From an optimization exercise on the open Yosys and OpenROAD flow, aimed at small area; shortcuts taken in it are not production practice.
The RTL was checked by simulation tests, not by an equivalence proof against the original design.
Power and IR drop assume default switching activity.

north:
==> flow/design.v (excerpt) <==
module top_fan(
    input clk, reset_p,
    input [5:0] btn, input [1:0] sw,
    input adc_eoc, input [6:0] adc_do,
    input dht11_in, output dht11_drive,
    input echo, output trig,
    output motor_pwm, output led_pwm, output servo_pwm,
    output [13:0] led,
    output buzz,
    output [3:0] an, output [6:0] seg
    );
Size in the first run: ~1200 cells after synthesis, about 220 flip-flops, about 51 I/O pins, ~0.010 sq mm of cells after synthesis.
clock: 10.0 ns
lec_check: 0
cap_margin: 20
core_margin: 2
core_utilization: 40
slew_margin: 20
standard.sh (not shown) runs the stock make flow with config.mk's settings and CLKGATE_MAP_FILE= SYNTH_SCRIPT=/design/flow/synth_recipe.tcl, a recipe that flattens the netlist after the stock synthesis.
==> flow/flow/run.sh <==
#!/bin/bash
# Layout flow: the standard flow (standard.sh) with these changes:
#  - synthesis: the standard flow's own script (synth_recipe.tcl) with the ABC mapping
#    script swapped for an area-oriented one (flow/abc_area.script) and no
#    separate adder mapping, so ABC maps the adders with the rest of the logic;
#    the registers are the standard synthesis's;
#  - port buffers: sky130_fd_sc_hd__buf_1 on every input and output port;
#  - clock tree: smaller clock buffers, no dummy loads;
#  - higher core utilization.
# Each tool's output is in orfs/logs/ (ORFS) and flow_make.log.
set -euo pipefail
here=$(pwd)
{
  cat <<'EOT'
proc abc {args} {
  set i [lsearch -exact $args -script]
  if {$i >= 0} { lset args [expr {$i+1}] $::env(AREA_ABC_SCRIPT) }
  yosys abc {*}$args
}
EOT
  cat "$here/synth_recipe.tcl"
} > "$here/area_synth.tcl"
export AREA_ABC_SCRIPT="$here/flow/abc_area.script"
bash standard.sh \
  SYNTH_SCRIPT="$here/area_synth.tcl" \
  ADDER_MAP_FILE= \
  CORE_UTILIZATION=65 BUFFER_PORTS_ARGS='-buffer_cell sky130_fd_sc_hd__buf_1' CTS_ARGS='-sink_clustering_enable -repair_clock_nets -dont_use_dummy_load -buf_list sky130_fd_sc_hd__clkbuf_4 -sink_clustering_size 9 -sink_clustering_max_diameter 40' \
  finish > "$here/flow_make.log" 2>&1
==> flow/flow/abc_area.script <==
strash
ifraig
dc2
dch -f
amap -m -F 10 -A 20
strash
dc2
dch -f
amap -m -F 10 -A 20
strash
dc2
dch -f
amap -m -F 10 -A 20
topo
[inputs] south vs north
--- a/flow/design.v
+++ b/flow/design.v
@@ -246,39 +246,42 @@
                     end
                 end
                 default: ds <= S_IDLE;
             endcase
         end
     end
     wire [3:0] tlo = tcap[3:0], thi = tcap[7:4];
     wire [7:0] tadj = {(thi > 4'd4) ? thi + 4'd3 : thi, (tlo > 4'd4) ? tlo + 4'd3 : tlo};
     always @(posedge clk) begin
         if(ds != S_READ) dcnt <= 0;
         else if(bit_in) dcnt <= dcnt + 1'b1;
     end
-    wire [7:0] acc0 = (dcnt == 6'd0) ? 8'd0 : acc;
+    wire [7:0] acc0 = acc;
     wire [2:0] q = dcnt[2:0];
     wire [6:0] g;
     assign g[0] = acc0[7] & dbit & (q > 3'd0);
     genvar gi;
     generate for (gi = 1; gi < 7; gi = gi + 1) begin : cchain
         assign g[gi] = g[gi-1] & acc0[gi-1] & (q > gi);
     end endgenerate
     wire [7:0] acc_add = {acc0[7] ^ dbit, acc0[6:0] ^ g};
     wire bit_in = (ds == S_READ) & rs & d_nedge;
     always @(posedge clk) begin
+        if(ds != S_READ) acc <= 0;
+        else if(bit_in & ~dcnt[5]) acc <= {acc_add[6:0], acc_add[7]};
+        else if(bit_in) acc <= {acc[6:0], acc[7]};
+    end
+    always @(posedge clk) begin
         if(bit_in) begin
-            if(dcnt[5] == 1'b0) acc <= {acc_add[6:0], acc_add[7]};
-            else begin
-                acc <= {acc[6:0], acc[7]};
+            if(dcnt[5] == 1'b1) begin
                 if(dcnt[2:0] == 3'd0) ok <= (dbit == acc[7]);
                 else ok <= ok & (dbit == acc[7]);
             end
             if(dcnt[5:3] == 3'd2) begin
                 if(dcnt[2:0] == 3'd0) begin
                     tcap <= {7'd0, dbit};
                     tcap_h <= 0;
                 end
                 else begin
                     tcap <= {tadj[6:0], dbit};
                     tcap_h <= tcap_h | tadj[7];
                 end
Findings:
Power: south draws less than north. Per the comparison of south with north, post-detailed-routing wire length lower; worst hold-check slack +0.016 ns; total die area rose 0.91%. south ends up with a final instance area that is 84 sq um higher than in north. Post-synthesis compound-gate area fraction essentially unchanged between south and north. Sort north and south by layout overhead on the synthesized area, ascending, and south comes first. The non-clock buffering overhead in the final layout on south is in line with that on north. In the reports for north and south, the larger number of fillers in the final layout belongs to north.


== TR ==
Another version of the RTL of top_fan (not shown whole).
Size in the first run: about 1300 cells after synthesis, about 51 I/O pins, about 12000 µm² of cells after synthesis.
clock: 10.0 ns
lec_check: 0
cap_margin: 20
core_margin: 2
core_utilization: 40
slew_margin: 20
run.sh (not shown) runs the stock make flow with config.mk's settings and CLKGATE_MAP_FILE= SYNTH_SCRIPT=/design/flow/synth_recipe.tcl, a recipe that flattens the netlist after the stock synthesis.
Stock flow here: none of the scripts above is used.
Modified inputs, PW compared to TR
diff --git a/flow/design.v b/flow/design.v
--- a/flow/design.v
+++ b/flow/design.v
@@ -176,13 +176,13 @@
     wire d_nedge = ~dn_m & dn_s;
     assign dht11_drive = (ds == S_LOW) & ce;
     wire dbit = (cu >= 22'd45);
     always @(posedge clk, posedge reset_p) begin
         if(reset_p) begin
             ce <= 0; ds <= S_IDLE; rs <= 0; dp_m <= 0; dp_s <= 0;
-            temperature <= 0; temp_h <= 0;
+            dcnt <= 0; temperature <= 0; temp_h <= 0;
         end
         else begin
             dp_m <= dht11_in;
             dp_s <= dp_m;
             case(ds)
                 S_IDLE: begin
@@ -220,20 +220,22 @@
                     if(!rs) begin
                         if(d_pedge) rs <= 1;
                         ce <= 0;
                     end
                     else begin
                         if(d_nedge) begin
+                            dcnt <= dcnt + 1'b1;
                             rs <= 0;
                         end
                         else ce <= 1;
                         if(cu > 22'd700) begin
-                            ds <= S_IDLE; ce <= 0; rs <= 0;
+                            ds <= S_IDLE; ce <= 0; dcnt <= 0; rs <= 0;
                         end
                     end
                     if(dcnt[5] & dcnt[3]) begin
+                        dcnt <= 0;
                         ds <= S_IDLE;
                         if(ok) begin
                             temperature <= tcap;
                             temp_h <= tcap_h;
                         end
                     end
@@ -241,16 +243,12 @@
                 default: ds <= S_IDLE;
             endcase
         end
     end
     wire [3:0] tlo = tcap[3:0], thi = tcap[7:4];
     wire [7:0] tadj = {(thi > 4'd4) ? thi + 4'd3 : thi, (tlo > 4'd4) ? tlo + 4'd3 : tlo};
-    always @(posedge clk) begin
-        if(ds != S_READ) dcnt <= 0;
-        else if(bit_in) dcnt <= dcnt + 1'b1;
-    end
     wire [7:0] acc0 = (dcnt == 6'd0) ? 8'd0 : acc;
     wire [2:0] q = dcnt[2:0];
     wire [6:0] g;
     assign g[0] = acc0[7] & dbit & (q > 3'd0);
     genvar gi;
     generate for (gi = 1; gi < 7; gi = gi + 1) begin : cchain
@@ -317,24 +315,25 @@
             default : seg_r = 7'b111_1111;
         endcase
     end
     assign seg = seg_r;
     wire [2:0] lv = is_d ? lv_d : is_a ? lv_a : lv_n;
     wire on80 = p & ~(is_a & a_low);         
-    wire [7:0] below = {pc != 8'd255, pc < 8'd230, pc < 8'd205, pc < 8'd180,
-                        pc < 8'd155, pc < 8'd130, pc < 8'd105, pc < 8'd80};
+    function [7:0] lvl_duty(input [2:0] l);
+        lvl_duty = 8'd80 + {l, 4'd0} + {l, 3'd0} + {5'd0, l};
+    endfunction
     wire [7:0] pc = t[9:2];
     reg pwm_d, pwm_a, pwm_n;
     always @(posedge clk, posedge reset_p) begin
         if(reset_p) begin
             pwm_d <= 0; pwm_a <= 0; pwm_n <= 0;
         end
         else if(tick4) begin
-            pwm_d <= p & below[lv_d];
-            pwm_n <= p & below[lv_n];
-            pwm_a <= p & is_a & (a_low ? (pc == 8'd0) : below[lv_a]);
+            pwm_d <= p & (pc < lvl_duty(lv_d));
+            pwm_n <= p & (pc < lvl_duty(lv_n));
+            pwm_a <= p & is_a & (a_low ? (pc == 8'd0) : (pc < lvl_duty(lv_a)));
         end
     end
     wire pwm = is_d ? pwm_d : is_a ? pwm_a : pwm_n;
     reg [14:0] us_c;
     reg us_calc, far;
     reg en_m, en_s;
@@ -409,17 +408,16 @@
             else if(lamp_n) lst <= lst + 1'b1;
             else ldc <= lst;
             adc_m <= adc_eoc;
             adc_s <= adc_m;
             if(adc_m & ~adc_s)
                 acls <= (adc_do < 7'd15) ? 2'd3 : (adc_do < 7'd40) ? 2'd2 : (adc_do < 7'd60) ? 2'd1 : 2'd0;
-            pwm_la <= lbelow[ldc];
-            pwm_lp <= lbelow[lint];
+            pwm_la <= (t[6:0] < lamp_duty(ldc));
+            pwm_lp <= (t[6:0] < lamp_duty(lint));
         end
     end
-    wire [3:0] lbelow = {t[6:0] != 7'd127, t[6:0] < 7'd84, t[6:0] < 7'd42, 1'b0};
     function [6:0] lamp_duty(input [1:0] c);
         case(c)
             2'd0: lamp_duty = 7'd0;
             2'd1: lamp_duty = 7'd42;
             2'd2: lamp_duty = 7'd84;
             default: lamp_duty = 7'd127;
@@ -468,28 +466,29 @@
     wire sw_edge = (s0p_m & ~s0p_s) | (~s0n_m & s0n_s) | (s1p_m & ~s1p_s) | (~s1n_m & s1n_s);
     reg bz;
     reg [10:0] bz_cnt;
     always @(posedge clk, posedge reset_p) begin
         if(reset_p) begin
             s0p_m <= 0; s0p_s <= 0; s1p_m <= 0; s1p_s <= 0;
-            bz <= 0;
+            bz <= 0; bz_cnt <= 11'd48;
         end
         else begin
             s0p_m <= sw[0]; s0p_s <= s0p_m;
             s1p_m <= sw[1]; s1p_s <= s1p_m;
-            if(acls[1]) bz <= 0;
-            else if(bz_set) bz <= 1;
-            else if(bz & (&bz_cnt)) bz <= 0;
-        end
-    end
-    wire bz_set = pwr_n | (lamp_n & ~sw[1]) | ((short_p | long_p | timer_n | servo_n | sp_pedge | sw_edge) & p);
-    always @(posedge clk) begin
-        if(~bz | acls[1]) bz_cnt <= 11'd48;
-        else if(~bz_set) begin
-            if(~&bz_cnt) bz_cnt <= bz_cnt + 1'b1;
-            else bz_cnt <= 11'd48;
+            if(acls[1]) begin
+                bz <= 0; bz_cnt <= 11'd48;
+            end
+            else if(pwr_n) bz <= 1;
+            else if(lamp_n & ~sw[1]) bz <= 1;
+            else if((short_p | long_p | timer_n | servo_n | sp_pedge | sw_edge) & p) bz <= 1;
+            else if(bz) begin
+                if(~&bz_cnt) bz_cnt <= bz_cnt + 1'b1;
+                else begin
+                    bz <= 0; bz_cnt <= 11'd48;
+                end
+            end
         end
     end
     assign buzz = bz & (t[4:0] == 5'd17);
     assign led[0] = on80;
     assign led[1] = on80 & (lv >= 3'd1);
     assign led[2] = on80 & (lv >= 3'd2);
Compared with TR, PW degrades cell area.
PW against TR; first-pass GRT wire length is up by a few percent.
TR leaves less setup margin than PW.
Going from TR to PW, power in sequential cells went up by 6.1%, cell count went up by 75.
Diff TR -> PW | arrival time at the worst endpoint | decrease of 130 ps
Per the comparison of PW with TR, tightest slew margin relative to the limit has decreased; clock-buffer cell count dropped 3; routed length on met2 now larger; sequential cell count did not really move.
Looking at fraction of met1 tracks used by global routing, PW sits 0.49 points above TR.
Relative to TR, worst setup timing slack at the placement stage increased by 150 ps in PW.
Cmp PW vs TR: instance count on the critical path higher in PW
